From an optimization exercise on the open Yosys and OpenROAD flow, aimed at small area; shortcuts taken in it are not production practice.
Function was not checked in any run shown here: the RTL went through the layout flow alone.

--- design/flow/design.v ---
module sqrt_u32 (
    input  wire        clk,
    input  wire        rst_n,
    input  wire        valid_in,
    input  wire [31:0] data_i,
    output wire        valid_out,
    output wire [15:0] data_o
);
    reg [1:0] v;
    always @(posedge clk or negedge rst_n)
        if (!rst_n) v <= 2'd0;
        else v <= {v[0], valid_in};
    assign valid_out = v[1];
    wire [9:0] r9_d;
    reg  [9:0] r9_q;
    wire [8:0] q9_d;
    reg  [8:0] q9_q;
    wire [13:0] x9_d;
    reg  [13:0] x9_q;
    always @(posedge clk) begin
        r9_q <= r9_d;
        q9_q <= q9_d;
        x9_q <= x9_d;
    end
    wire [13:0] r13_d;
    reg  [13:0] r13_q;
    wire [12:0] q13_d;
    reg  [12:0] q13_q;
    wire [5:0] x13_d;
    reg  [5:0] x13_q;
    always @(posedge clk) begin
        r13_q <= r13_d;
        q13_q <= q13_d;
        x13_q <= x13_d;
    end
    sqrt_seg0 u_seg0 (.x0(data_i), .r9(r9_d), .q9(q9_d), .x9(x9_d));
    sqrt_seg1 u_seg1 (.r9(r9_q), .q9(q9_q), .x9(x9_q), .r13(r13_d), .q13(q13_d), .x13(x13_d));
    sqrt_seg2 u_seg2 (.r13(r13_q), .q13(q13_q), .x13(x13_q), .q16(data_o));
endmodule
module sqrt_seg0 (
    input  wire [31:0] x0,
    output wire [9:0] r9,
    output wire [8:0] q9,
    output wire [13:0] x9
);
    wire [1:0] t0 = x0[31:30];
    wire [1:0] d0 = t0 - 2'd1;
    wire ge0 = |t0;
    wire [1:0] r1 = ge0 ? d0[1:0] : t0[1:0];
    wire [29:0] x1 = x0[29:0];
    wire [0:0] q1 = ge0;
    wire [3:0] t1 = {r1, x1[29:28]};
    wire [3:0] n1 = {1'b1, ~q1, 2'b10};
    wire [4:0] c1;
    wire [3:0] d1;
    assign c1[0] = 1'b1;
    assign d1[0] = t1[0] ^ n1[0] ^ c1[0];
    assign c1[1] = (t1[0] & n1[0]) | (t1[0] & c1[0]) | (n1[0] & c1[0]);
    assign d1[1] = t1[1] ^ n1[1] ^ c1[1];
    assign c1[2] = (t1[1] & n1[1]) | (t1[1] & c1[1]) | (n1[1] & c1[1]);
    assign d1[2] = t1[2] ^ n1[2] ^ c1[2];
    assign c1[3] = (t1[2] & n1[2]) | (t1[2] & c1[2]) | (n1[2] & c1[2]);
    assign d1[3] = t1[3] ^ n1[3] ^ c1[3];
    assign c1[4] = (t1[3] & n1[3]) | (t1[3] & c1[3]) | (n1[3] & c1[3]);
    wire ge1 = c1[4];
    wire [2:0] r2 = ge1 ? d1[2:0] : t1[2:0];
    wire [27:0] x2 = x1[27:0];
    wire [1:0] q2 = {q1, ge1};
    wire [4:0] t2 = {r2, x2[27:26]};
    wire [4:0] n2 = {1'b1, ~q2, 2'b10};
    wire [5:0] c2;
    wire [4:0] d2;
    assign c2[0] = 1'b1;
    assign d2[0] = t2[0] ^ n2[0] ^ c2[0];
    assign c2[1] = (t2[0] & n2[0]) | (t2[0] & c2[0]) | (n2[0] & c2[0]);
    assign d2[1] = t2[1] ^ n2[1] ^ c2[1];
    assign c2[2] = (t2[1] & n2[1]) | (t2[1] & c2[1]) | (n2[1] & c2[1]);
    assign d2[2] = t2[2] ^ n2[2] ^ c2[2];
    assign c2[3] = (t2[2] & n2[2]) | (t2[2] & c2[2]) | (n2[2] & c2[2]);
    assign d2[3] = t2[3] ^ n2[3] ^ c2[3];
    assign c2[4] = (t2[3] & n2[3]) | (t2[3] & c2[3]) | (n2[3] & c2[3]);
    assign d2[4] = t2[4] ^ n2[4] ^ c2[4];
    assign c2[5] = (t2[4] & n2[4]) | (t2[4] & c2[4]) | (n2[4] & c2[4]);
    wire ge2 = c2[5];
    wire [3:0] r3 = ge2 ? d2[3:0] : t2[3:0];
    wire [25:0] x3 = x2[25:0];
    wire [2:0] q3 = {q2, ge2};
    wire [5:0] t3 = {r3, x3[25:24]};
    wire [5:0] n3 = {1'b1, ~q3, 2'b10};
    wire [6:0] c3;
    wire [5:0] d3;
    assign c3[0] = 1'b1;
    assign d3[0] = t3[0] ^ n3[0] ^ c3[0];
    assign c3[1] = (t3[0] & n3[0]) | (t3[0] & c3[0]) | (n3[0] & c3[0]);
    assign d3[1] = t3[1] ^ n3[1] ^ c3[1];
    assign c3[2] = (t3[1] & n3[1]) | (t3[1] & c3[1]) | (n3[1] & c3[1]);
    assign d3[2] = t3[2] ^ n3[2] ^ c3[2];
    assign c3[3] = (t3[2] & n3[2]) | (t3[2] & c3[2]) | (n3[2] & c3[2]);
    assign d3[3] = t3[3] ^ n3[3] ^ c3[3];
    assign c3[4] = (t3[3] & n3[3]) | (t3[3] & c3[3]) | (n3[3] & c3[3]);
    assign d3[4] = t3[4] ^ n3[4] ^ c3[4];
    assign c3[5] = (t3[4] & n3[4]) | (t3[4] & c3[4]) | (n3[4] & c3[4]);
    assign d3[5] = t3[5] ^ n3[5] ^ c3[5];
    assign c3[6] = (t3[5] & n3[5]) | (t3[5] & c3[5]) | (n3[5] & c3[5]);
    wire ge3 = c3[6];
    wire [4:0] r4 = ge3 ? d3[4:0] : t3[4:0];
    wire [23:0] x4 = x3[23:0];
    wire [3:0] q4 = {q3, ge3};
    wire [6:0] t4 = {r4, x4[23:22]};
    wire [6:0] n4 = {1'b1, ~q4, 2'b10};
    wire [7:0] c4;
    wire [6:0] d4;
    assign c4[0] = 1'b1;
    assign d4[0] = t4[0] ^ n4[0] ^ c4[0];
    assign c4[1] = (t4[0] & n4[0]) | (t4[0] & c4[0]) | (n4[0] & c4[0]);
    assign d4[1] = t4[1] ^ n4[1] ^ c4[1];
    assign c4[2] = (t4[1] & n4[1]) | (t4[1] & c4[1]) | (n4[1] & c4[1]);
    assign d4[2] = t4[2] ^ n4[2] ^ c4[2];
    assign c4[3] = (t4[2] & n4[2]) | (t4[2] & c4[2]) | (n4[2] & c4[2]);
    assign d4[3] = t4[3] ^ n4[3] ^ c4[3];
    assign c4[4] = (t4[3] & n4[3]) | (t4[3] & c4[3]) | (n4[3] & c4[3]);
    assign d4[4] = t4[4] ^ n4[4] ^ c4[4];
    assign c4[5] = (t4[4] & n4[4]) | (t4[4] & c4[4]) | (n4[4] & c4[4]);
    assign d4[5] = t4[5] ^ n4[5] ^ c4[5];
    assign c4[6] = (t4[5] & n4[5]) | (t4[5] & c4[5]) | (n4[5] & c4[5]);
    assign d4[6] = t4[6] ^ n4[6] ^ c4[6];
    assign c4[7] = (t4[6] & n4[6]) | (t4[6] & c4[6]) | (n4[6] & c4[6]);
    wire ge4 = c4[7];
    wire [5:0] r5 = ge4 ? d4[5:0] : t4[5:0];
    wire [21:0] x5 = x4[21:0];
    wire [4:0] q5 = {q4, ge4};
    wire [7:0] t5 = {r5, x5[21:20]};
    wire [7:0] n5 = {1'b1, ~q5, 2'b10};
    wire [8:0] c5;
    wire [7:0] d5;
    assign c5[0] = 1'b1;
    assign d5[0] = t5[0] ^ n5[0] ^ c5[0];
    assign c5[1] = (t5[0] & n5[0]) | (t5[0] & c5[0]) | (n5[0] & c5[0]);
    assign d5[1] = t5[1] ^ n5[1] ^ c5[1];
    assign c5[2] = (t5[1] & n5[1]) | (t5[1] & c5[1]) | (n5[1] & c5[1]);
    assign d5[2] = t5[2] ^ n5[2] ^ c5[2];
    assign c5[3] = (t5[2] & n5[2]) | (t5[2] & c5[2]) | (n5[2] & c5[2]);
    assign d5[3] = t5[3] ^ n5[3] ^ c5[3];
    assign c5[4] = (t5[3] & n5[3]) | (t5[3] & c5[3]) | (n5[3] & c5[3]);
    assign d5[4] = t5[4] ^ n5[4] ^ c5[4];
    assign c5[5] = (t5[4] & n5[4]) | (t5[4] & c5[4]) | (n5[4] & c5[4]);
    assign d5[5] = t5[5] ^ n5[5] ^ c5[5];
    assign c5[6] = (t5[5] & n5[5]) | (t5[5] & c5[5]) | (n5[5] & c5[5]);
    assign d5[6] = t5[6] ^ n5[6] ^ c5[6];
    assign c5[7] = (t5[6] & n5[6]) | (t5[6] & c5[6]) | (n5[6] & c5[6]);
    assign d5[7] = t5[7] ^ n5[7] ^ c5[7];
    assign c5[8] = (t5[7] & n5[7]) | (t5[7] & c5[7]) | (n5[7] & c5[7]);
    wire ge5 = c5[8];
    wire [6:0] r6 = ge5 ? d5[6:0] : t5[6:0];
    wire [19:0] x6 = x5[19:0];
    wire [5:0] q6 = {q5, ge5};
    wire [8:0] t6 = {r6, x6[19:18]};
    wire [8:0] n6 = {1'b1, ~q6, 2'b10};
    wire [9:0] c6;
    wire [8:0] d6;
    assign c6[0] = 1'b1;
    assign d6[0] = t6[0] ^ n6[0] ^ c6[0];
    assign c6[1] = (t6[0] & n6[0]) | (t6[0] & c6[0]) | (n6[0] & c6[0]);
    assign d6[1] = t6[1] ^ n6[1] ^ c6[1];
    assign c6[2] = (t6[1] & n6[1]) | (t6[1] & c6[1]) | (n6[1] & c6[1]);
    assign d6[2] = t6[2] ^ n6[2] ^ c6[2];
    assign c6[3] = (t6[2] & n6[2]) | (t6[2] & c6[2]) | (n6[2] & c6[2]);
    assign d6[3] = t6[3] ^ n6[3] ^ c6[3];
    assign c6[4] = (t6[3] & n6[3]) | (t6[3] & c6[3]) | (n6[3] & c6[3]);
    assign d6[4] = t6[4] ^ n6[4] ^ c6[4];
    assign c6[5] = (t6[4] & n6[4]) | (t6[4] & c6[4]) | (n6[4] & c6[4]);
    assign d6[5] = t6[5] ^ n6[5] ^ c6[5];
    assign c6[6] = (t6[5] & n6[5]) | (t6[5] & c6[5]) | (n6[5] & c6[5]);
    assign d6[6] = t6[6] ^ n6[6] ^ c6[6];
    assign c6[7] = (t6[6] & n6[6]) | (t6[6] & c6[6]) | (n6[6] & c6[6]);
    assign d6[7] = t6[7] ^ n6[7] ^ c6[7];
    assign c6[8] = (t6[7] & n6[7]) | (t6[7] & c6[7]) | (n6[7] & c6[7]);
    assign d6[8] = t6[8] ^ n6[8] ^ c6[8];
    assign c6[9] = (t6[8] & n6[8]) | (t6[8] & c6[8]) | (n6[8] & c6[8]);
    wire ge6 = c6[9];
    wire [7:0] r7 = t6[7:0] ^ ({8{ge6}} & (n6[7:0] ^ c6[7:0]));
    wire [17:0] x7 = x6[17:0];
    wire [6:0] q7 = {q6, ge6};
    wire [9:0] t7 = {r7, x7[17:16]};
    wire [9:0] n7 = {1'b1, ~q7, 2'b10};
    wire [10:0] c7;
    wire [9:0] d7;
    assign c7[0] = 1'b1;
    assign d7[0] = t7[0] ^ n7[0] ^ c7[0];
    assign c7[1] = (t7[0] & n7[0]) | (t7[0] & c7[0]) | (n7[0] & c7[0]);
    assign d7[1] = t7[1] ^ n7[1] ^ c7[1];
    assign c7[2] = (t7[1] & n7[1]) | (t7[1] & c7[1]) | (n7[1] & c7[1]);
    assign d7[2] = t7[2] ^ n7[2] ^ c7[2];
    assign c7[3] = (t7[2] & n7[2]) | (t7[2] & c7[2]) | (n7[2] & c7[2]);
    assign d7[3] = t7[3] ^ n7[3] ^ c7[3];
    assign c7[4] = (t7[3] & n7[3]) | (t7[3] & c7[3]) | (n7[3] & c7[3]);
    assign d7[4] = t7[4] ^ n7[4] ^ c7[4];
    assign c7[5] = (t7[4] & n7[4]) | (t7[4] & c7[4]) | (n7[4] & c7[4]);
    assign d7[5] = t7[5] ^ n7[5] ^ c7[5];
    assign c7[6] = (t7[5] & n7[5]) | (t7[5] & c7[5]) | (n7[5] & c7[5]);
    assign d7[6] = t7[6] ^ n7[6] ^ c7[6];
    assign c7[7] = (t7[6] & n7[6]) | (t7[6] & c7[6]) | (n7[6] & c7[6]);
    assign d7[7] = t7[7] ^ n7[7] ^ c7[7];
    assign c7[8] = (t7[7] & n7[7]) | (t7[7] & c7[7]) | (n7[7] & c7[7]);
    assign d7[8] = t7[8] ^ n7[8] ^ c7[8];
    assign c7[9] = (t7[8] & n7[8]) | (t7[8] & c7[8]) | (n7[8] & c7[8]);
    assign d7[9] = t7[9] ^ n7[9] ^ c7[9];
    assign c7[10] = (t7[9] & n7[9]) | (t7[9] & c7[9]) | (n7[9] & c7[9]);
    wire ge7 = c7[10];
    wire [8:0] r8 = t7[8:0] ^ ({9{ge7}} & (n7[8:0] ^ c7[8:0]));
    wire [15:0] x8 = x7[15:0];
    wire [7:0] q8 = {q7, ge7};
    wire [10:0] t8 = {r8, x8[15:14]};
    wire [10:0] n8 = {1'b1, ~q8, 2'b10};
    wire [11:0] c8;
    wire [10:0] d8;
    assign c8[0] = 1'b1;
    assign d8[0] = t8[0] ^ n8[0] ^ c8[0];
    assign c8[1] = (t8[0] & n8[0]) | (t8[0] & c8[0]) | (n8[0] & c8[0]);
    assign d8[1] = t8[1] ^ n8[1] ^ c8[1];
    assign c8[2] = (t8[1] & n8[1]) | (t8[1] & c8[1]) | (n8[1] & c8[1]);
    assign d8[2] = t8[2] ^ n8[2] ^ c8[2];
    assign c8[3] = (t8[2] & n8[2]) | (t8[2] & c8[2]) | (n8[2] & c8[2]);
    assign d8[3] = t8[3] ^ n8[3] ^ c8[3];
    assign c8[4] = (t8[3] & n8[3]) | (t8[3] & c8[3]) | (n8[3] & c8[3]);
    assign d8[4] = t8[4] ^ n8[4] ^ c8[4];
    assign c8[5] = (t8[4] & n8[4]) | (t8[4] & c8[4]) | (n8[4] & c8[4]);
    assign d8[5] = t8[5] ^ n8[5] ^ c8[5];
    assign c8[6] = (t8[5] & n8[5]) | (t8[5] & c8[5]) | (n8[5] & c8[5]);
    assign d8[6] = t8[6] ^ n8[6] ^ c8[6];
    assign c8[7] = (t8[6] & n8[6]) | (t8[6] & c8[6]) | (n8[6] & c8[6]);
    assign d8[7] = t8[7] ^ n8[7] ^ c8[7];
    assign c8[8] = (t8[7] & n8[7]) | (t8[7] & c8[7]) | (n8[7] & c8[7]);
    assign d8[8] = t8[8] ^ n8[8] ^ c8[8];
    assign c8[9] = (t8[8] & n8[8]) | (t8[8] & c8[8]) | (n8[8] & c8[8]);
    assign d8[9] = t8[9] ^ n8[9] ^ c8[9];
    assign c8[10] = (t8[9] & n8[9]) | (t8[9] & c8[9]) | (n8[9] & c8[9]);
    assign d8[10] = t8[10] ^ n8[10] ^ c8[10];
    assign c8[11] = (t8[10] & n8[10]) | (t8[10] & c8[10]) | (n8[10] & c8[10]);
    wire ge8 = c8[11];
    assign r9 = t8[9:0] ^ ({10{ge8}} & (n8[9:0] ^ c8[9:0]));
    assign x9 = x8[13:0];
    assign q9 = {q8, ge8};
endmodule
module sqrt_seg1 (
    input  wire [9:0] r9,
    input  wire [8:0] q9,
    input  wire [13:0] x9,
    output wire [13:0] r13,
    output wire [12:0] q13,
    output wire [5:0] x13
);
    wire [11:0] t9 = {r9, x9[13:12]};
    wire [11:0] n9 = {1'b1, ~q9, 2'b10};
    wire [12:0] c9;
    wire [11:0] d9;
    assign c9[0] = 1'b1;
    assign d9[0] = t9[0] ^ n9[0] ^ c9[0];
    assign c9[1] = (t9[0] & n9[0]) | (t9[0] & c9[0]) | (n9[0] & c9[0]);
    assign d9[1] = t9[1] ^ n9[1] ^ c9[1];
    assign c9[2] = (t9[1] & n9[1]) | (t9[1] & c9[1]) | (n9[1] & c9[1]);
    assign d9[2] = t9[2] ^ n9[2] ^ c9[2];
    assign c9[3] = (t9[2] & n9[2]) | (t9[2] & c9[2]) | (n9[2] & c9[2]);
    assign d9[3] = t9[3] ^ n9[3] ^ c9[3];
    assign c9[4] = (t9[3] & n9[3]) | (t9[3] & c9[3]) | (n9[3] & c9[3]);
    assign d9[4] = t9[4] ^ n9[4] ^ c9[4];
    assign c9[5] = (t9[4] & n9[4]) | (t9[4] & c9[4]) | (n9[4] & c9[4]);
    assign d9[5] = t9[5] ^ n9[5] ^ c9[5];
    assign c9[6] = (t9[5] & n9[5]) | (t9[5] & c9[5]) | (n9[5] & c9[5]);
    assign d9[6] = t9[6] ^ n9[6] ^ c9[6];
    assign c9[7] = (t9[6] & n9[6]) | (t9[6] & c9[6]) | (n9[6] & c9[6]);
    assign d9[7] = t9[7] ^ n9[7] ^ c9[7];
    assign c9[8] = (t9[7] & n9[7]) | (t9[7] & c9[7]) | (n9[7] & c9[7]);
    assign d9[8] = t9[8] ^ n9[8] ^ c9[8];
    assign c9[9] = (t9[8] & n9[8]) | (t9[8] & c9[8]) | (n9[8] & c9[8]);
    assign d9[9] = t9[9] ^ n9[9] ^ c9[9];
    assign c9[10] = (t9[9] & n9[9]) | (t9[9] & c9[9]) | (n9[9] & c9[9]);
    assign d9[10] = t9[10] ^ n9[10] ^ c9[10];
    assign c9[11] = (t9[10] & n9[10]) | (t9[10] & c9[10]) | (n9[10] & c9[10]);
    assign d9[11] = t9[11] ^ n9[11] ^ c9[11];
    assign c9[12] = (t9[11] & n9[11]) | (t9[11] & c9[11]) | (n9[11] & c9[11]);
    wire ge9 = c9[12];
    wire [10:0] r10 = ge9 ? d9[10:0] : t9[10:0];
    wire [11:0] x10 = x9[11:0];
    wire [9:0] q10 = {q9, ge9};
    wire [12:0] t10 = {r10, x10[11:10]};
    wire [12:0] n10 = {1'b1, ~q10, 2'b10};
    wire [13:0] c10;
    wire [12:0] d10;
    assign c10[0] = 1'b1;
    assign d10[0] = t10[0] ^ n10[0] ^ c10[0];
    assign c10[1] = (t10[0] & n10[0]) | (t10[0] & c10[0]) | (n10[0] & c10[0]);
    assign d10[1] = t10[1] ^ n10[1] ^ c10[1];
    assign c10[2] = (t10[1] & n10[1]) | (t10[1] & c10[1]) | (n10[1] & c10[1]);
    assign d10[2] = t10[2] ^ n10[2] ^ c10[2];
    assign c10[3] = (t10[2] & n10[2]) | (t10[2] & c10[2]) | (n10[2] & c10[2]);
    assign d10[3] = t10[3] ^ n10[3] ^ c10[3];
    assign c10[4] = (t10[3] & n10[3]) | (t10[3] & c10[3]) | (n10[3] & c10[3]);
    assign d10[4] = t10[4] ^ n10[4] ^ c10[4];
    assign c10[5] = (t10[4] & n10[4]) | (t10[4] & c10[4]) | (n10[4] & c10[4]);
    assign d10[5] = t10[5] ^ n10[5] ^ c10[5];
    assign c10[6] = (t10[5] & n10[5]) | (t10[5] & c10[5]) | (n10[5] & c10[5]);
    assign d10[6] = t10[6] ^ n10[6] ^ c10[6];
    assign c10[7] = (t10[6] & n10[6]) | (t10[6] & c10[6]) | (n10[6] & c10[6]);
    assign d10[7] = t10[7] ^ n10[7] ^ c10[7];
    assign c10[8] = (t10[7] & n10[7]) | (t10[7] & c10[7]) | (n10[7] & c10[7]);
    assign d10[8] = t10[8] ^ n10[8] ^ c10[8];
    assign c10[9] = (t10[8] & n10[8]) | (t10[8] & c10[8]) | (n10[8] & c10[8]);
    assign d10[9] = t10[9] ^ n10[9] ^ c10[9];
    assign c10[10] = (t10[9] & n10[9]) | (t10[9] & c10[9]) | (n10[9] & c10[9]);
    assign d10[10] = t10[10] ^ n10[10] ^ c10[10];
    assign c10[11] = (t10[10] & n10[10]) | (t10[10] & c10[10]) | (n10[10] & c10[10]);
    assign d10[11] = t10[11] ^ n10[11] ^ c10[11];
    assign c10[12] = (t10[11] & n10[11]) | (t10[11] & c10[11]) | (n10[11] & c10[11]);
    assign d10[12] = t10[12] ^ n10[12] ^ c10[12];
    assign c10[13] = (t10[12] & n10[12]) | (t10[12] & c10[12]) | (n10[12] & c10[12]);
    wire ge10 = c10[13];
    wire [11:0] r11 = ge10 ? d10[11:0] : t10[11:0];
    wire [9:0] x11 = x10[9:0];
    wire [10:0] q11 = {q10, ge10};
    wire [13:0] t11 = {r11, x11[9:8]};
    wire [13:0] n11 = {1'b1, ~q11, 2'b10};
    wire [14:0] c11;
    wire [13:0] d11;
    assign c11[0] = 1'b1;
    assign d11[0] = t11[0] ^ n11[0] ^ c11[0];
    assign c11[1] = (t11[0] & n11[0]) | (t11[0] & c11[0]) | (n11[0] & c11[0]);
    assign d11[1] = t11[1] ^ n11[1] ^ c11[1];
    assign c11[2] = (t11[1] & n11[1]) | (t11[1] & c11[1]) | (n11[1] & c11[1]);
    assign d11[2] = t11[2] ^ n11[2] ^ c11[2];
    assign c11[3] = (t11[2] & n11[2]) | (t11[2] & c11[2]) | (n11[2] & c11[2]);
    assign d11[3] = t11[3] ^ n11[3] ^ c11[3];
    assign c11[4] = (t11[3] & n11[3]) | (t11[3] & c11[3]) | (n11[3] & c11[3]);
    assign d11[4] = t11[4] ^ n11[4] ^ c11[4];
    assign c11[5] = (t11[4] & n11[4]) | (t11[4] & c11[4]) | (n11[4] & c11[4]);
    assign d11[5] = t11[5] ^ n11[5] ^ c11[5];
    assign c11[6] = (t11[5] & n11[5]) | (t11[5] & c11[5]) | (n11[5] & c11[5]);
    assign d11[6] = t11[6] ^ n11[6] ^ c11[6];
    assign c11[7] = (t11[6] & n11[6]) | (t11[6] & c11[6]) | (n11[6] & c11[6]);
    assign d11[7] = t11[7] ^ n11[7] ^ c11[7];
    assign c11[8] = (t11[7] & n11[7]) | (t11[7] & c11[7]) | (n11[7] & c11[7]);
    assign d11[8] = t11[8] ^ n11[8] ^ c11[8];
    assign c11[9] = (t11[8] & n11[8]) | (t11[8] & c11[8]) | (n11[8] & c11[8]);
    assign d11[9] = t11[9] ^ n11[9] ^ c11[9];
    assign c11[10] = (t11[9] & n11[9]) | (t11[9] & c11[9]) | (n11[9] & c11[9]);
    assign d11[10] = t11[10] ^ n11[10] ^ c11[10];
    assign c11[11] = (t11[10] & n11[10]) | (t11[10] & c11[10]) | (n11[10] & c11[10]);
    assign d11[11] = t11[11] ^ n11[11] ^ c11[11];
    assign c11[12] = (t11[11] & n11[11]) | (t11[11] & c11[11]) | (n11[11] & c11[11]);
    assign d11[12] = t11[12] ^ n11[12] ^ c11[12];
    assign c11[13] = (t11[12] & n11[12]) | (t11[12] & c11[12]) | (n11[12] & c11[12]);
    assign d11[13] = t11[13] ^ n11[13] ^ c11[13];
    assign c11[14] = (t11[13] & n11[13]) | (t11[13] & c11[13]) | (n11[13] & c11[13]);
    wire ge11 = c11[14];
    wire [12:0] r12 = ge11 ? d11[12:0] : t11[12:0];
    wire [7:0] x12 = x11[7:0];
    wire [11:0] q12 = {q11, ge11};
    wire [14:0] t12 = {r12, x12[7:6]};
    wire [14:0] n12 = {1'b1, ~q12, 2'b10};
    wire [15:0] c12;
    wire [14:0] d12;
    assign c12[0] = 1'b1;
    assign d12[0] = t12[0] ^ n12[0] ^ c12[0];
    assign c12[1] = (t12[0] & n12[0]) | (t12[0] & c12[0]) | (n12[0] & c12[0]);
    assign d12[1] = t12[1] ^ n12[1] ^ c12[1];
    assign c12[2] = (t12[1] & n12[1]) | (t12[1] & c12[1]) | (n12[1] & c12[1]);
    assign d12[2] = t12[2] ^ n12[2] ^ c12[2];
    assign c12[3] = (t12[2] & n12[2]) | (t12[2] & c12[2]) | (n12[2] & c12[2]);
    assign d12[3] = t12[3] ^ n12[3] ^ c12[3];
    assign c12[4] = (t12[3] & n12[3]) | (t12[3] & c12[3]) | (n12[3] & c12[3]);
    assign d12[4] = t12[4] ^ n12[4] ^ c12[4];
    assign c12[5] = (t12[4] & n12[4]) | (t12[4] & c12[4]) | (n12[4] & c12[4]);
    assign d12[5] = t12[5] ^ n12[5] ^ c12[5];
    assign c12[6] = (t12[5] & n12[5]) | (t12[5] & c12[5]) | (n12[5] & c12[5]);
    assign d12[6] = t12[6] ^ n12[6] ^ c12[6];
    assign c12[7] = (t12[6] & n12[6]) | (t12[6] & c12[6]) | (n12[6] & c12[6]);
    assign d12[7] = t12[7] ^ n12[7] ^ c12[7];
    assign c12[8] = (t12[7] & n12[7]) | (t12[7] & c12[7]) | (n12[7] & c12[7]);
    assign d12[8] = t12[8] ^ n12[8] ^ c12[8];
    assign c12[9] = (t12[8] & n12[8]) | (t12[8] & c12[8]) | (n12[8] & c12[8]);
    assign d12[9] = t12[9] ^ n12[9] ^ c12[9];
    assign c12[10] = (t12[9] & n12[9]) | (t12[9] & c12[9]) | (n12[9] & c12[9]);
    assign d12[10] = t12[10] ^ n12[10] ^ c12[10];
    assign c12[11] = (t12[10] & n12[10]) | (t12[10] & c12[10]) | (n12[10] & c12[10]);
    assign d12[11] = t12[11] ^ n12[11] ^ c12[11];
    assign c12[12] = (t12[11] & n12[11]) | (t12[11] & c12[11]) | (n12[11] & c12[11]);
    assign d12[12] = t12[12] ^ n12[12] ^ c12[12];
    assign c12[13] = (t12[12] & n12[12]) | (t12[12] & c12[12]) | (n12[12] & c12[12]);
    assign d12[13] = t12[13] ^ n12[13] ^ c12[13];
    assign c12[14] = (t12[13] & n12[13]) | (t12[13] & c12[13]) | (n12[13] & c12[13]);
    assign d12[14] = t12[14] ^ n12[14] ^ c12[14];
    assign c12[15] = (t12[14] & n12[14]) | (t12[14] & c12[14]) | (n12[14] & c12[14]);
    wire ge12 = c12[15];
    assign r13 = ge12 ? d12[13:0] : t12[13:0];
    assign x13 = x12[5:0];
    assign q13 = {q12, ge12};
endmodule
module sqrt_seg2 (
    input  wire [13:0] r13,
    input  wire [12:0] q13,
    input  wire [5:0] x13,
    output wire [15:0] q16
);
    wire [15:0] t13 = {r13, x13[5:4]};
    wire [15:0] n13 = {1'b1, ~q13, 2'b10};
    wire [16:0] c13;
    wire [15:0] d13;
    assign c13[0] = 1'b1;
    assign d13[0] = t13[0] ^ n13[0] ^ c13[0];
    assign c13[1] = (t13[0] & n13[0]) | (t13[0] & c13[0]) | (n13[0] & c13[0]);
    assign d13[1] = t13[1] ^ n13[1] ^ c13[1];
    assign c13[2] = (t13[1] & n13[1]) | (t13[1] & c13[1]) | (n13[1] & c13[1]);
    assign d13[2] = t13[2] ^ n13[2] ^ c13[2];
    assign c13[3] = (t13[2] & n13[2]) | (t13[2] & c13[2]) | (n13[2] & c13[2]);
    assign d13[3] = t13[3] ^ n13[3] ^ c13[3];
    assign c13[4] = (t13[3] & n13[3]) | (t13[3] & c13[3]) | (n13[3] & c13[3]);
    assign d13[4] = t13[4] ^ n13[4] ^ c13[4];
    assign c13[5] = (t13[4] & n13[4]) | (t13[4] & c13[4]) | (n13[4] & c13[4]);
    assign d13[5] = t13[5] ^ n13[5] ^ c13[5];
    assign c13[6] = (t13[5] & n13[5]) | (t13[5] & c13[5]) | (n13[5] & c13[5]);
    assign d13[6] = t13[6] ^ n13[6] ^ c13[6];
    assign c13[7] = (t13[6] & n13[6]) | (t13[6] & c13[6]) | (n13[6] & c13[6]);
    assign d13[7] = t13[7] ^ n13[7] ^ c13[7];
    assign c13[8] = (t13[7] & n13[7]) | (t13[7] & c13[7]) | (n13[7] & c13[7]);
    assign d13[8] = t13[8] ^ n13[8] ^ c13[8];
    assign c13[9] = (t13[8] & n13[8]) | (t13[8] & c13[8]) | (n13[8] & c13[8]);
    assign d13[9] = t13[9] ^ n13[9] ^ c13[9];
    assign c13[10] = (t13[9] & n13[9]) | (t13[9] & c13[9]) | (n13[9] & c13[9]);
    assign d13[10] = t13[10] ^ n13[10] ^ c13[10];
    assign c13[11] = (t13[10] & n13[10]) | (t13[10] & c13[10]) | (n13[10] & c13[10]);
    assign d13[11] = t13[11] ^ n13[11] ^ c13[11];
    assign c13[12] = (t13[11] & n13[11]) | (t13[11] & c13[11]) | (n13[11] & c13[11]);
    assign d13[12] = t13[12] ^ n13[12] ^ c13[12];
    assign c13[13] = (t13[12] & n13[12]) | (t13[12] & c13[12]) | (n13[12] & c13[12]);
    assign d13[13] = t13[13] ^ n13[13] ^ c13[13];
    assign c13[14] = (t13[13] & n13[13]) | (t13[13] & c13[13]) | (n13[13] & c13[13]);
    assign d13[14] = t13[14] ^ n13[14] ^ c13[14];
    assign c13[15] = (t13[14] & n13[14]) | (t13[14] & c13[14]) | (n13[14] & c13[14]);
    assign d13[15] = t13[15] ^ n13[15] ^ c13[15];
    assign c13[16] = (t13[15] & n13[15]) | (t13[15] & c13[15]) | (n13[15] & c13[15]);
    wire ge13 = c13[16];
    wire [14:0] r14 = ge13 ? d13[14:0] : t13[14:0];
    wire [3:0] x14 = x13[3:0];
    wire [13:0] q14 = {q13, ge13};
    wire [16:0] t14 = {r14, x14[3:2]};
    wire [16:0] n14 = {1'b1, ~q14, 2'b10};
    wire [17:0] c14;
    wire [16:0] d14;
    assign c14[0] = 1'b1;
    assign d14[0] = t14[0] ^ n14[0] ^ c14[0];
    assign c14[1] = (t14[0] & n14[0]) | (t14[0] & c14[0]) | (n14[0] & c14[0]);
    assign d14[1] = t14[1] ^ n14[1] ^ c14[1];
    assign c14[2] = (t14[1] & n14[1]) | (t14[1] & c14[1]) | (n14[1] & c14[1]);
    assign d14[2] = t14[2] ^ n14[2] ^ c14[2];
    assign c14[3] = (t14[2] & n14[2]) | (t14[2] & c14[2]) | (n14[2] & c14[2]);
    assign d14[3] = t14[3] ^ n14[3] ^ c14[3];
    assign c14[4] = (t14[3] & n14[3]) | (t14[3] & c14[3]) | (n14[3] & c14[3]);
    assign d14[4] = t14[4] ^ n14[4] ^ c14[4];
    assign c14[5] = (t14[4] & n14[4]) | (t14[4] & c14[4]) | (n14[4] & c14[4]);
    assign d14[5] = t14[5] ^ n14[5] ^ c14[5];
    assign c14[6] = (t14[5] & n14[5]) | (t14[5] & c14[5]) | (n14[5] & c14[5]);
    assign d14[6] = t14[6] ^ n14[6] ^ c14[6];
    assign c14[7] = (t14[6] & n14[6]) | (t14[6] & c14[6]) | (n14[6] & c14[6]);
    assign d14[7] = t14[7] ^ n14[7] ^ c14[7];
    assign c14[8] = (t14[7] & n14[7]) | (t14[7] & c14[7]) | (n14[7] & c14[7]);
    assign d14[8] = t14[8] ^ n14[8] ^ c14[8];
    assign c14[9] = (t14[8] & n14[8]) | (t14[8] & c14[8]) | (n14[8] & c14[8]);
    assign d14[9] = t14[9] ^ n14[9] ^ c14[9];
    assign c14[10] = (t14[9] & n14[9]) | (t14[9] & c14[9]) | (n14[9] & c14[9]);
    assign d14[10] = t14[10] ^ n14[10] ^ c14[10];
    assign c14[11] = (t14[10] & n14[10]) | (t14[10] & c14[10]) | (n14[10] & c14[10]);
    assign d14[11] = t14[11] ^ n14[11] ^ c14[11];
    assign c14[12] = (t14[11] & n14[11]) | (t14[11] & c14[11]) | (n14[11] & c14[11]);
    assign d14[12] = t14[12] ^ n14[12] ^ c14[12];
    assign c14[13] = (t14[12] & n14[12]) | (t14[12] & c14[12]) | (n14[12] & c14[12]);
    assign d14[13] = t14[13] ^ n14[13] ^ c14[13];
    assign c14[14] = (t14[13] & n14[13]) | (t14[13] & c14[13]) | (n14[13] & c14[13]);
    assign d14[14] = t14[14] ^ n14[14] ^ c14[14];
    assign c14[15] = (t14[14] & n14[14]) | (t14[14] & c14[14]) | (n14[14] & c14[14]);
    assign d14[15] = t14[15] ^ n14[15] ^ c14[15];
    assign c14[16] = (t14[15] & n14[15]) | (t14[15] & c14[15]) | (n14[15] & c14[15]);
    assign d14[16] = t14[16] ^ n14[16] ^ c14[16];
    assign c14[17] = (t14[16] & n14[16]) | (t14[16] & c14[16]) | (n14[16] & c14[16]);
    wire ge14 = c14[17];
    wire [17:0] a1_a = {d14[15:0], x14[1:0]};
    wire [17:0] a1_n = ~({1'b0, q14, 3'b101});
    wire [18:0] a1_c;
    assign a1_c[0] = 1'b1;
    assign a1_c[1] = (a1_a[0] & a1_n[0]) | (a1_a[0] & a1_c[0]) | (a1_n[0] & a1_c[0]);
    assign a1_c[2] = (a1_a[1] & a1_n[1]) | (a1_a[1] & a1_c[1]) | (a1_n[1] & a1_c[1]);
    assign a1_c[3] = (a1_a[2] & a1_n[2]) | (a1_a[2] & a1_c[2]) | (a1_n[2] & a1_c[2]);
    assign a1_c[4] = (a1_a[3] & a1_n[3]) | (a1_a[3] & a1_c[3]) | (a1_n[3] & a1_c[3]);
    assign a1_c[5] = (a1_a[4] & a1_n[4]) | (a1_a[4] & a1_c[4]) | (a1_n[4] & a1_c[4]);
    assign a1_c[6] = (a1_a[5] & a1_n[5]) | (a1_a[5] & a1_c[5]) | (a1_n[5] & a1_c[5]);
    assign a1_c[7] = (a1_a[6] & a1_n[6]) | (a1_a[6] & a1_c[6]) | (a1_n[6] & a1_c[6]);
    assign a1_c[8] = (a1_a[7] & a1_n[7]) | (a1_a[7] & a1_c[7]) | (a1_n[7] & a1_c[7]);
    assign a1_c[9] = (a1_a[8] & a1_n[8]) | (a1_a[8] & a1_c[8]) | (a1_n[8] & a1_c[8]);
    assign a1_c[10] = (a1_a[9] & a1_n[9]) | (a1_a[9] & a1_c[9]) | (a1_n[9] & a1_c[9]);
    assign a1_c[11] = (a1_a[10] & a1_n[10]) | (a1_a[10] & a1_c[10]) | (a1_n[10] & a1_c[10]);
    assign a1_c[12] = (a1_a[11] & a1_n[11]) | (a1_a[11] & a1_c[11]) | (a1_n[11] & a1_c[11]);
    assign a1_c[13] = (a1_a[12] & a1_n[12]) | (a1_a[12] & a1_c[12]) | (a1_n[12] & a1_c[12]);
    assign a1_c[14] = (a1_a[13] & a1_n[13]) | (a1_a[13] & a1_c[13]) | (a1_n[13] & a1_c[13]);
    assign a1_c[15] = (a1_a[14] & a1_n[14]) | (a1_a[14] & a1_c[14]) | (a1_n[14] & a1_c[14]);
    assign a1_c[16] = (a1_a[15] & a1_n[15]) | (a1_a[15] & a1_c[15]) | (a1_n[15] & a1_c[15]);
    assign a1_c[17] = (a1_a[16] & a1_n[16]) | (a1_a[16] & a1_c[16]) | (a1_n[16] & a1_c[16]);
    assign a1_c[18] = (a1_a[17] & a1_n[17]) | (a1_a[17] & a1_c[17]) | (a1_n[17] & a1_c[17]);
    wire a1 = a1_c[18];
    wire [17:0] a0_a = {t14[15:0], x14[1:0]};
    wire [17:0] a0_n = ~({1'b0, q14, 3'b001});
    wire [18:0] a0_c;
    assign a0_c[0] = 1'b1;
    assign a0_c[1] = (a0_a[0] & a0_n[0]) | (a0_a[0] & a0_c[0]) | (a0_n[0] & a0_c[0]);
    assign a0_c[2] = (a0_a[1] & a0_n[1]) | (a0_a[1] & a0_c[1]) | (a0_n[1] & a0_c[1]);
    assign a0_c[3] = (a0_a[2] & a0_n[2]) | (a0_a[2] & a0_c[2]) | (a0_n[2] & a0_c[2]);
    assign a0_c[4] = (a0_a[3] & a0_n[3]) | (a0_a[3] & a0_c[3]) | (a0_n[3] & a0_c[3]);
    assign a0_c[5] = (a0_a[4] & a0_n[4]) | (a0_a[4] & a0_c[4]) | (a0_n[4] & a0_c[4]);
    assign a0_c[6] = (a0_a[5] & a0_n[5]) | (a0_a[5] & a0_c[5]) | (a0_n[5] & a0_c[5]);
    assign a0_c[7] = (a0_a[6] & a0_n[6]) | (a0_a[6] & a0_c[6]) | (a0_n[6] & a0_c[6]);
    assign a0_c[8] = (a0_a[7] & a0_n[7]) | (a0_a[7] & a0_c[7]) | (a0_n[7] & a0_c[7]);
    assign a0_c[9] = (a0_a[8] & a0_n[8]) | (a0_a[8] & a0_c[8]) | (a0_n[8] & a0_c[8]);
    assign a0_c[10] = (a0_a[9] & a0_n[9]) | (a0_a[9] & a0_c[9]) | (a0_n[9] & a0_c[9]);
    assign a0_c[11] = (a0_a[10] & a0_n[10]) | (a0_a[10] & a0_c[10]) | (a0_n[10] & a0_c[10]);
    assign a0_c[12] = (a0_a[11] & a0_n[11]) | (a0_a[11] & a0_c[11]) | (a0_n[11] & a0_c[11]);
    assign a0_c[13] = (a0_a[12] & a0_n[12]) | (a0_a[12] & a0_c[12]) | (a0_n[12] & a0_c[12]);
    assign a0_c[14] = (a0_a[13] & a0_n[13]) | (a0_a[13] & a0_c[13]) | (a0_n[13] & a0_c[13]);
    assign a0_c[15] = (a0_a[14] & a0_n[14]) | (a0_a[14] & a0_c[14]) | (a0_n[14] & a0_c[14]);
    assign a0_c[16] = (a0_a[15] & a0_n[15]) | (a0_a[15] & a0_c[15]) | (a0_n[15] & a0_c[15]);
    assign a0_c[17] = (a0_a[16] & a0_n[16]) | (a0_a[16] & a0_c[16]) | (a0_n[16] & a0_c[16]);
    assign a0_c[18] = (a0_a[17] & a0_n[17]) | (a0_a[17] & a0_c[17]) | (a0_n[17] & a0_c[17]);
    wire a0 = a0_c[18];
    wire ge15 = ge14 ? a1 : a0;
    assign q16 = {q14, ge14, ge15};
endmodule
--- design/flow/flow/run.sh ---
#!/bin/bash
# Standard layout (standard.sh) with its own logic mapping:
# - synthesis skips Yosys's full-adder extraction (ADDER_MAP_FILE empty), so ABC maps the
#   carry chains itself;
# - ABC runs flow/area.abc instead of ORFS's script. Everything else in synthesis (registers,
#   flattening, renaming) is the standard synthesis script, patched only at the abc call.
# - input and output ports get the smallest buffer (buf_1).
export BUFFER_PORTS_ARGS="-buffer_cell sky130_fd_sc_hd__buf_1"
# - clock tree without dummy loads.
export CTS_ARGS="-sink_clustering_enable -repair_clock_nets -buf_list sky130_fd_sc_hd__clkbuf_8 -dont_use_dummy_load"
set -euo pipefail
here=$(pwd)
sed 's|^\(\s*\)log_cmd abc {\*}$abc_args|\1log_cmd abc {*}[lreplace $abc_args 1 1 $::env(MY_ABC_SCRIPT)]|' \
  "$FLOW_HOME/scripts/synth.tcl" > "$here/synth_abc.tcl"
grep -q 'MY_ABC_SCRIPT' "$here/synth_abc.tcl"
sed "s|\$::env(SCRIPTS_DIR)/synth.tcl|$here/synth_abc.tcl|" synth_recipe.tcl > "$here/synth_recipe_abc.tcl"
grep -q synth_abc.tcl "$here/synth_recipe_abc.tcl"
sed "s|SYNTH_SCRIPT=[^ ]*|SYNTH_SCRIPT=$here/synth_recipe_abc.tcl|" standard.sh > "$here/standard_abc.sh"
export ADDER_MAP_FILE=
export MY_ABC_SCRIPT="$here/flow/area.abc"
bash "$here/standard_abc.sh" > standard.log 2>&1
--- design/flow/flow/area.abc ---
strash
dch
map -B 0.9
topo
stime -c
buffer -c
dnsize -c
--- design/flow/standard.sh ---
#!/bin/bash
# synth_recipe.tcl (not shown) runs the flow's synth.tcl, then flattens the netlist and writes it again
# the make line also repeats each setting of config.mk as NAME=value (left out here)
make -C /OpenROAD-flow-scripts/flow DESIGN_CONFIG=/design/flow/config.mk WORK_HOME=/design/flow/orfs CLKGATE_MAP_FILE= SYNTH_SCRIPT=/design/flow/synth_recipe.tcl "${@:-finish}"
--- design/flow/config.mk ---
export PLATFORM = sky130hd
export DESIGN_NAME = sqrt_u32
export DESIGN_NICKNAME = sqrt_u32
export VERILOG_FILES = /design/flow/design.v
export SDC_FILE = /design/flow/constraint.sdc
export NUM_CORES = 4
export LEC_CHECK = 0
export ABC_AREA = 1
export CAP_MARGIN = 20
export CORE_MARGIN = 2
export CORE_UTILIZATION = 55
export CTS_BUF_LIST = sky130_fd_sc_hd__clkbuf_8
export GPL_TIMING_DRIVEN = 0
export PLACE_DENSITY = 0.65
export SETUP_SLACK_MARGIN = -0.5
export SLEW_MARGIN = 20
--- design/flow/constraint.sdc ---
create_clock -name core_clock -period 9.0 [get_ports {clk}]
set_input_delay 1.8000 -clock core_clock [delete_from_list [all_inputs] [get_ports {clk}]]
set_output_delay 1.8000 -clock core_clock [all_outputs]
set_load 0.01 [all_outputs]
==> run summary, run 1 <==
Yosys reg bits 68; DR vias 6919; drt initial violations 323; Routed Antenna Nets 0; full die area 12700 um^2; Clock Tree Buf Depth 2; FP Rows 39; # clock sinks 68; total gr overflow 0; Final period util 97.4%; DR pass1 iterations 7; first-pass GRT wire length 25.6 mm; clock skew 16.6 ps; Req. time, crit path 9230 ps; vias per cell 4.96; crit-path max FO 10; min Tclk post-route 8770 ps; Mapped Cells 1170; Syn Area/Cell 5.55 um^2; clock latency reported for the late side of the worst-skew pair 330 ps; Min Hold Slack 315 ps; IO Count 52; Worst Hold Class reg2reg; Synth Cell Area 6490 um^2; gpl congestion 0.830; r2r setup slk 820 ps; Distinct cells, synth 36; top cell type's share of synthesized area 32.0%; Net count, final 1288; Setup-failing EPs final 0; cell count after placement 1364; measured slew at the worst slew-check pin 651 ps; Residual DRC 0; Worst Path Arrival 9000 ps; Max Slew Vio Count 0; final hold violation count 0; Setup crit start kind primary input; worst relative slew slack 56.1%; Initial Util 56.6%; CP peak stage delay 150 ps; synth top area cells nand2_1, dfxtp_1, nand3_1; Post-Route M1 WL 6.71 mm; max-cap viol count 0; hpwl dp 12.2 mm; Synthesis Warnings 1; most frequent cells in the layout nand2_1, inv_1, nand3_1; drt total wl 15.1 mm; CTS clk-pin slew, worst paths 70 ps; cts hold-fix bufs 0; Die Wd 113 um; Core ar. 11500 um^2; H-Tree Depth 3; PortBufs 51; Setup CP Type in2reg; fin cells 1394; vias in the first global route 6101; CP dominant cell by count nand2_1; antenna cell count 0; drt wl/cell 10.8 um; area grow syn2layout 15.6%; register area share after synthesis 21.1%; CTS tree done; largest net degree at the start of global routing 14; outcome finished clean; top cell type by total area after synthesis nand2_1; WL met2 7.82 mm; commonest non-fill, non-tap cell in the layout nand2_1; syn_nets 1205; TritonCTS Buffers 9; Top Metal Used met4; slowest CP cell buf_2; antenna violations before repair 0; FMAX 114 MHz; share of cells above drive strength 1 11.1%; all-layer global routing usage 23.9%; Die Ht 113 um; CTS root buf clkbuf_8; Met3 Wirelength 285 um; endpoint class of the critical path flop
==> final timing paths <==
| path | depth (start not counted) | start | end |
|---|---|---|---|
| setup reg to reg | 85 | q9_q[1]$_DFF_P_ | r13_q[12]$_DFF_P_ |
| hold reg to reg | 0 | x9_q[5]$_DFF_P_ | x13_q[5]$_DFF_P_ |
| setup / recovery | 78 | data_i[28] | r9_q[8]$_DFF_P_ |
| min in group asynchronous | 1 | rst_n | v[0]$_DFF_PN0_ |
| max in group asynchronous | 1 | rst_n | v[1]$_DFF_PN0_ |
| hold / removal | 0 | x9_q[5]$_DFF_P_ | x13_q[5]$_DFF_P_ |
==> registers in the layout, summed over array words and instances, names as in the netlist <==
name   count
q13_q     13
r9_q      10
q9_q       9
r13_q     14
x13_q      6
x9_q      14
v          2
==> synth_stat cells, drive strengths merged <==
cell,count
clkbuf,6
o22ai,1
dfxtp,66
a22o,1
nor3,3
a31oi,4
mux2i,1
a22oi,1
nor2,49
o21bai,1
buf,15
inv,131
nand3b,6
a21o,1
clkinv,1
o221ai,8
or2,21
and2,5
a311oi,1
o21ai,61
a21oi,21
o211ai,7
nand4,3
dfrtp,2
nand2,554
nor3b,1
xor2,46
maj3,7
nand3,103
xnor2,41
a21boi,2
==> critical path: cells and delay by family <==
kind / cells / cell delay (ps)
compound gates: 1 / 80
buf+inv: 10 / 1160
simple gates: 67 / 5910
==> what timing repair did <==
item	in CTS	in global routing
resized for setup	15	96
endpoints found under the setup margin	11	27
gates cloned	0	1
pin swaps	1	18
setup buffers	1	20
==> final cells by class <==
cell class	instances	area, um^2
multi-input combinational	950	4820
clock buffer	9	124
fill	1121	3960
tap	143	179
buffer	20	146
inverter	132	510
sequential	68	1370
timing repair buffer	72	353
==> logic make-up after synthesis <==
kind of cell,after synthesis,share of synthesized area (%)
AO/OA/AOI/OAI,109,9.60
flip-flops,68,21.1
multiplexers,1,0.154
XOR/XNOR,87,11.7
buffers and inverters,153,9.60
AND/OR/NAND/NOR,745,46.7
adder cells (fa/ha/maj),7,1.08
==> through the flow <==
stage | setup TNS, ps | util (%) | setup WS [ps] | instance area (um^2)
floorplan | 0 | - | 616 | 6490
global placement | -14690 | 59.8 | -1450 | 6860
finish | 0 | 65.4 | 230 | 7500
global route | -12010 | 65.4 | -635 | 7500
detailed placement | -14690 | 59.8 | -1450 | 6860
CTS | -3770 | 61.3 | -455 | 7020
==> metal layers <==
layer / up-vias / GRT usage, %
met5: - / 0
met4: 0 / 7.64
met3: 17 / 2.92
met2: 81 / 45.5
met1: 2987 / 27.5
li1: 3834 / -
==> run 2: changes to the inputs <==
--- a/design/flow/design.v
+++ b/design/flow/design.v
@@ -153,3 +153,3 @@
     wire ge5 = c5[8];
-    wire [6:0] r6 = ge5 ? d5[6:0] : t5[6:0];
+    wire [6:0] r6 = t5[6:0] ^ ({7{ge5}} & (n5[6:0] ^ c5[6:0]));
     wire [19:0] x6 = x5[19:0];
@@ -282,3 +282,3 @@
     wire ge9 = c9[12];
-    wire [10:0] r10 = ge9 ? d9[10:0] : t9[10:0];
+    wire [10:0] r10 = t9[10:0] ^ ({11{ge9}} & (n9[10:0] ^ c9[10:0]));
     wire [11:0] x10 = x9[11:0];
@@ -317,3 +317,3 @@
     wire ge10 = c10[13];
-    wire [11:0] r11 = ge10 ? d10[11:0] : t10[11:0];
+    wire [11:0] r11 = t10[11:0] ^ ({12{ge10}} & (n10[11:0] ^ c10[11:0]));
     wire [9:0] x11 = x10[9:0];
@@ -354,3 +354,3 @@
     wire ge11 = c11[14];
-    wire [12:0] r12 = ge11 ? d11[12:0] : t11[12:0];
+    wire [12:0] r12 = t11[12:0] ^ ({13{ge11}} & (n11[12:0] ^ c11[12:0]));
     wire [7:0] x12 = x11[7:0];
@@ -393,3 +393,3 @@
     wire ge12 = c12[15];
-    assign r13 = ge12 ? d12[13:0] : t12[13:0];
+    assign r13 = t12[13:0] ^ ({14{ge12}} & (n12[13:0] ^ c12[13:0]));
     assign x13 = x12[5:0];
==> run summary, run 2 <==
outcome complete, but fails checks; Fail Reasons setup timing; Min Hold Slack 326 ps; largest net degree at the start of global routing 15; Setup crit start kind primary input; CP dominant cell by count nand2_2; Reg-to-Reg Start q9_q[1]$_DFF_P_; # clock sinks 68; Setup-failing EPs final 27; register area share after synthesis 23.1%; CTS clk-pin slew, worst paths 60 ps; Setup CP Type in2reg; Distinct cells, synth 31; vias in the first global route 6194; FMAX 84.4 MHz; all-layer global routing usage 29.8%; RSZ-0062 raised after global routing yes; Mapped Cells 1027; Cell Area, Placed 6310 um^2; most frequent cells in the layout nand2_1, nand2_2, inv_1; crit path launch data_i[29]; post-route cell area 8590 um^2; hold path startpoint x9_q[2]$_DFF_P_; worst relative slew slack 41.9%; Post-synth top cells nand2_1, nand3_1, inv_1, xor2_1, dfxtp_1; fin cells 1330; DR pass1 iterations 6; Worst Path Arrival 12090 ps; Core ar. 10400 um^2; Initial Util 57.1%; top cell type's share of synthesized area 27.1%; IO Count 52; synth top area cells nand2_1, dfxtp_1, nand3_1; utilization after layout 82.5%; drt initial violations 879; commonest non-fill, non-tap cell in the layout nand2_1; drt wl/cell 19.1 um; Yosys reg bits 68; first-pass GRT wire length 27.9 mm; Die Wd 108 um; final setup TNS -35360 ps; Clock Tree Buf Depth 2; setup slack after layout -2850 ps; clock skew 31.2 ps; total gr overflow 0; H-Tree Depth 3; measured slew at the worst slew-check pin 871 ps; Max Slew Vio Count 0; full die area 11700 um^2; max-cap viol count 0; Synthesis Warnings 1; Worst Hold Class reg2reg; slowest CP cell xor2_1; CP peak stage delay 380 ps; syn_nets 1062; crit-path max FO 10; cts hold-fix bufs 0; drt total wl 25.4 mm; TritonCTS Buffers 9; Final period util 132%; share of cells above drive strength 1 35.3%; clock latency reported for the late side of the worst-skew pair 370 ps; endpoint class of the critical path flop; DR vias 7907; Post-synth EDFFs 0; Req. time, crit path 9240 ps; Top Registers r13_q x14, x9_q x14, q13_q x13; gpl congestion 0.929; Routed Antenna Nets 0; FP Rows 37; CTS tree done; Worst Setup Slack post-DPL -2400 ps; area grow syn2layout 44.5%; CP delay by family, top simple AND/OR/NAND/NOR gates; Net count, final 1231; top-count cell post-synth nand2_1; antenna violations before repair 0; Syn Area/Cell 5.79 um^2; dominant synthesized flop cell dfxtp_1; hpwl dp 11.3 mm; final hold violation count 0; cell count after placement 1214; top cell type by total area after synthesis nand2_1; Die Ht 108 um; PortBufs 51; min Tclk post-route 11850 ps; Buf/Inv on CP 12; Residual DRC 0; antenna cell count 0; CTS root buf clkbuf_8; Async SR Flop Fraction 2.94%; Synth Cell Area 5950 um^2; vias per cell 5.95
## run 2: cell types whose count changed in the layout (fill, tap and decap cells not counted), sizes merged, moves of 15 or more
cell,before,now
xnor2,41,25
nor2,49,34
xor2,46,67
nand3,104,142
o21ai,61,35
nand2,554,432
buf,84,167
## run 2: layer usage
metal  wire length [um]  global-route usage [%]
met5                  0                       0
met4               2730                    11.4
met3               2820                    5.30
met2              11400                    52.8
met1               8470                    35.7
## run 2: final cells by class
class / instances / area [um^2]
Inverter: 132 / 509
Clock buffer: 9 / 124
Sequential cell: 68 / 1390
Fill cell: 670 / 1820
Multi-Input combinational cell: 811 / 5180
Tap cell: 136 / 170
Timing Repair Buffer: 159 / 1070
Buffer: 15 / 140
## run 2: kinds of logic after synthesis
family,share of synthesized area [%]
AO/OA/AOI/OAI,6.42
multiplexers,0.337
AND/OR/NAND/NOR,44.6
flip-flops,23.1
adder cells (fa/ha/maj),2.19
XOR/XNOR,13.6
buffers and inverters,9.81
## run 2: final timing paths
path,endpoint,slack (ps),cells after the start
min in group asynchronous,v[0]$_DFF_PN0_,1210,1
worst max-delay path,r9_q[8]$_DFF_P_,-2850,79
worst min-delay path,x13_q[2]$_DFF_P_,330,0
max in group asynchronous,v[1]$_DFF_PN0_,7660,1
worst max register to register,r13_q[7]$_DFF_P_,-320,93
worst min register to register,x13_q[2]$_DFF_P_,330,0
## run 2: repair_timing
action	CTS	global route
resized for setup	138	253
gates cloned	1	1
endpoints found under the setup margin	25	27
buffers inserted	74	36
pin swaps	61	101
==> run 3: changes to the inputs <==
--- a/design/flow/design.v
+++ b/design/flow/design.v
@@ -153,3 +153,3 @@
     wire ge5 = c5[8];
-    wire [6:0] r6 = t5[6:0] ^ ({7{ge5}} & (n5[6:0] ^ c5[6:0]));
+    wire [6:0] r6 = ge5 ? d5[6:0] : t5[6:0];
     wire [19:0] x6 = x5[19:0];
@@ -180,3 +180,3 @@
     wire ge6 = c6[9];
-    wire [7:0] r7 = t6[7:0] ^ ({8{ge6}} & (n6[7:0] ^ c6[7:0]));
+    wire [7:0] r7 = ge6 ? d6[7:0] : t6[7:0];
     wire [17:0] x7 = x6[17:0];
@@ -209,3 +209,3 @@
     wire ge7 = c7[10];
-    wire [8:0] r8 = t7[8:0] ^ ({9{ge7}} & (n7[8:0] ^ c7[8:0]));
+    wire [8:0] r8 = ge7 ? d7[8:0] : t7[8:0];
     wire [15:0] x8 = x7[15:0];
@@ -240,3 +240,3 @@
     wire ge8 = c8[11];
-    assign r9 = t8[9:0] ^ ({10{ge8}} & (n8[9:0] ^ c8[9:0]));
+    assign r9 = ge8 ? d8[9:0] : t8[9:0];
     assign x9 = x8[13:0];
==> design/flow/flow/run.sh (replaced) <==
#!/bin/bash
# Standard layout (standard.sh) with its own logic mapping:
# - synthesis keeps the pipeline-stage modules apart until after ABC (SYNTH_HIERARCHICAL=1)
#   and maps each with its own ABC script (flow/*.abc), so a stage with timing to spare is
#   mapped for area and one without is mapped for speed; the standard flow's synthesis script then
#   flattens the design as usual. The registers all sit in the top module, as in the RTL.
# - Yosys's full-adder extraction is skipped (ADDER_MAP_FILE empty), so ABC maps the carry
#   chains itself.
# - input and output ports get the smallest buffer (buf_1).
export BUFFER_PORTS_ARGS="-buffer_cell sky130_fd_sc_hd__buf_1"
# - clock tree without dummy loads.
export CTS_ARGS="-sink_clustering_enable -repair_clock_nets -buf_list sky130_fd_sc_hd__clkbuf_8 -dont_use_dummy_load"
set -euo pipefail
here=$(pwd)
sed 's|^\(\s*\)log_cmd abc {\*}$abc_args|\1source $::env(MY_ABC_TCL)|' \
  "$FLOW_HOME/scripts/synth.tcl" > "$here/synth_abc.tcl"
grep -q 'MY_ABC_TCL' "$here/synth_abc.tcl"
sed "s|\$::env(SCRIPTS_DIR)/synth.tcl|$here/synth_abc.tcl|" synth_recipe.tcl > "$here/synth_recipe_abc.tcl"
grep -q synth_abc.tcl "$here/synth_recipe_abc.tcl"
sed "s|SYNTH_SCRIPT=[^ ]*|SYNTH_SCRIPT=$here/synth_recipe_abc.tcl|" standard.sh > "$here/standard_abc.sh"
export ADDER_MAP_FILE=
export SYNTH_HIERARCHICAL=1
export MY_ABC_TCL="$here/flow/abc_per_module.tcl"
export MY_ABC_MOD=" sqrt_seg0 $here/flow/t6.abc sqrt_seg1 $here/flow/t6.abc sqrt_seg2 $here/flow/s11.abc"
bash "$here/standard_abc.sh" > standard.log 2>&1
==> design/flow/flow/abc_per_module.tcl (new file) <==
# Sourced by synth_abc.tcl in place of ORFS's single abc call: each pipeline-stage module gets
# its own ABC script (MY_ABC_MOD is "module script ..."), then the top module (registers only)
# gets ORFS's script.
foreach {mod scr} $::env(MY_ABC_MOD) {
  log_cmd abc {*}[lreplace $abc_args 1 1 $scr] $mod
}
log_cmd abc {*}$abc_args $::env(DESIGN_NAME)
==> design/flow/flow/s11.abc (new file) <==
strash
dc2
dch -f
map -a
topo
stime -c
buffer -c
upsize -c
dnsize -c
==> design/flow/flow/t6.abc (new file) <==
strash
dc2
dch
map -B 0.9
topo
stime -c
buffer -c
dnsize -c
removed: design/flow/flow/area.abc
==> run summary, run 3 <==
top cell type's share of synthesized area 26.5%; DR pass1 iterations 5; FMAX 115 MHz; Setup-failing EPs final 0; antenna cell count 0; fin cells 1340; critical path depth in cells 90; syn_nets 1174; crit-path max FO 8; Reg area 1380 um^2; all-layer global routing usage 21.8%; dominant synthesized flop cell dfxtp_1; area grow syn2layout 15.0%; largest net degree at the start of global routing 13; Syn Area/Cell 5.78 um^2; outcome finished clean; hold path startpoint v[0]$_DFF_PN0_; endpoint class of the critical path flop; hpwl dp 11.3 mm; synth top area cells nand2_1, dfxtp_1, nand3_1; Async SR Flop Fraction 2.94%; final setup TNS 0 ps; vias per cell 4.91; fill count 1174; DR vias 6580; antenna violations before repair 0; Top Metal Used met4; cell count after placement 1319; vias in the first global route 5713; Initial Util 57.0%; PortBufs 37; register area share after synthesis 20.8%; WL met2 6.99 mm; Die Ht 113 um; Worst Reg-to-Reg Cells 90; # clock sinks 68; Met3 Wirelength 315 um; Core ar. 11600 um^2; Reg-to-Reg Start q9_q[0]$_DFF_P_; clock latency reported for the late side of the worst-skew pair 350 ps; Post-Route M1 WL 6.23 mm; measured slew at the worst slew-check pin 888 ps; drt wl/cell 10.4 um; FP Rows 39; Synth Cell Area 6590 um^2; full die area 12900 um^2; drt initial violations 275; CP delay by family, top simple AND/OR/NAND/NOR gates; slowest CP cell dfxtp_4; r2r setup slk 290 ps; most frequent cells in the layout nand2_1, inv_1, nand3_1; Req. time, crit path 9240 ps; Hold Path Sink v[1]$_DFF_PN0_; drt total wl 14.0 mm; r2r endpoint r13_q[4]$_DFF_P_; Top Registers r13_q x14, x9_q x14, q13_q x13; clock skew 21.8 ps; Net count, final 1234; commonest non-fill, non-tap cell in the layout nand2_1; top cell type by total area after synthesis nand2_1; total gr overflow 0; share of cells above drive strength 1 20.1%; Worst Path Arrival 8950 ps; Setup CP Type reg2reg; multi-input logic area 4630 um^2; CTS tree done; Synthesis Warnings 7; IO Count 52; Yosys reg bits 68; H-Tree Depth 3; Post-synth top cells nand2_1, nand3_1, inv_1, dfxtp_1, buf_4; Post-synth EDFFs 0; CP peak stage delay 380 ps; TritonCTS Buffers 9; top-count cell post-synth nand2_1; final hold violation count 0; Clock Tree Buf Depth 2; Buf/Inv on CP 2; min Tclk post-route 8710 ps; CP dominant cell by count nand2_2; Routed Antenna Nets 0; Worst Hold Class reg2reg; Setup crit start kind flop; worst relative slew slack 40.2%; CTS root buf clkbuf_8; Max Slew Vio Count 0; first-pass GRT wire length 23.6 mm; Final period util 96.7%; gpl congestion 0.835; max-cap viol count 0; Mapped Cells 1139; Residual DRC 0; hold depth 0; CTS clk-pin slew, worst paths 60 ps; Die Wd 113 um; Distinct cells, synth 44
-- run 3: cell types whose count changed after synthesis, sizes merged, moves of 6 or more --
cell	change
inv	-7
and2	-6
a221oi	+6
nand2	+48
o221ai	-6
xor2	-16
o21ai	+22
maj3	-7
buf	+58
a21oi	+7
-- run 3: stage by stage --
step / hold WS, ps / worst slack [ps] / utilization [%] / area, um^2
final: 359 / 293 / 65.5 / 7580
after global routing: 378 / -743 / 65.5 / 7580
after CTS: 363 / -488 / 60.8 / 7030
after detailed placement: 349 / -783 / 59.7 / 6910
after global placement: 342 / -814 / 59.7 / 6910
after floorplan: 331 / 1090 / - / 6590
-- run 3: Yosys stat by module, one instance, submodules excluded --
module	cell area, um^2	times used
sqrt_seg1	1760	1
sqrt_seg2	1560	1
sqrt_u32	1370	1
sqrt_seg0	1900	1
-- run 3: area by class of cell --
type,count,area share (%)
multi-input cells,872,61.1
flip-flops and latches,68,18.2
plain buffers,73,7.08
inverters,126,6.37
repair buffers,48,3.12
well taps,143,2.36
clock buffers,9,1.63
repair inverters,1,0.0991
-- run 3: cells by family after synthesis --
logic type / count (synthesis) / share of synthesized area [%]
AO/OA/AOI/OAI: 100 / 9.06
buffers and inverters: 199 / 14.9
XOR/XNOR: 77 / 10.4
AND/OR/NAND/NOR: 687 / 43.6
flip-flops: 68 / 20.8
multiplexers: 2 / 0.304
adder cells (fa/ha/maj): 6 / 1.01
-- run 3: worst max path at each step --
stage	from	to	slack, ps
finish	q9_q[0]$_DFF_P_	r13_q[4]$_DFF_P_	290
detailed placement	data_i[30]	r9_q[4]$_DFF_P_	-780
CTS	q9_q[0]$_DFF_P_	r13_q[12]$_DFF_P_	-490
global placement	data_i[30]	r9_q[4]$_DFF_P_	-810
floorplan	data_i[30]	r9_q[4]$_DFF_P_	1090
global route	x9_q[13]$_DFF_P_	r13_q[10]$_DFF_P_	-740
-- run 3: timing repair --
item | CTS | global route
endpoints found under the setup margin | 0 | 26
buffers inserted | 0 | 9
resized for setup | 0 | 147
hold buffers | 0 | 0
-- run 3: worst register-to-register path, delay by kind of cell (launching register included) --
kind                   cells  cell delay, ps
buffers and inverters      2             330
flip-flops                 1             380
AO/OA/AOI/OAI              1             110
AND/OR/NAND/NOR           87            7790
-- run 3: metal layers --
metal  global-route usage [%]  up-vias
met2                     40.3       78
li1                         -     3663
met3                     3.24       29
met5                        0        -
met4                     8.94        0
met1                     25.1     2810

[static timing again, ports no longer ideal]
The results above use ideal ports. As a check the final layouts listed here were re-extracted and re-timed, cells and wires unchanged.
Step 1: set_driving_cell puts a clkbuf_16 on clk and a buf_2 on each other input, an assumption about the parent block.
Step 2 adds t to the input delays and takes it off the output delays; t is the mean of the earliest and latest rising clock arrival at the registers after step 1. Input paths then give back, and output paths get back, about the clock's delay inside the block.
Slacks: no drivers / after step 1 / after step 2; pairs: no drivers / after step 1.
| run | t, ns | setup WS [ns] | slew at the worst register clock pin (ns) | worst slew at a driven data input, ns |
|---|---|---|---|---|
| run 1 | 0.366 | 0.230 / 0.248 / -0.118 | 0.07 / 0.07 | 0.04 |
| run 2 | 0.398 | -2.852 / -2.850 / -3.248 | 0.08 / 0.08 | 0.05 |
| run 3 | 0.370 | 0.293 / 0.293 / 0.057 | 0.07 / 0.07 | 0.04 |
With both steps, setup timing fails in run 1, where it was met with ideal ports. For run 2, which loses most, drivers alone change the setup slack by +0.002 ns; drivers and shift together by -0.396 ns.
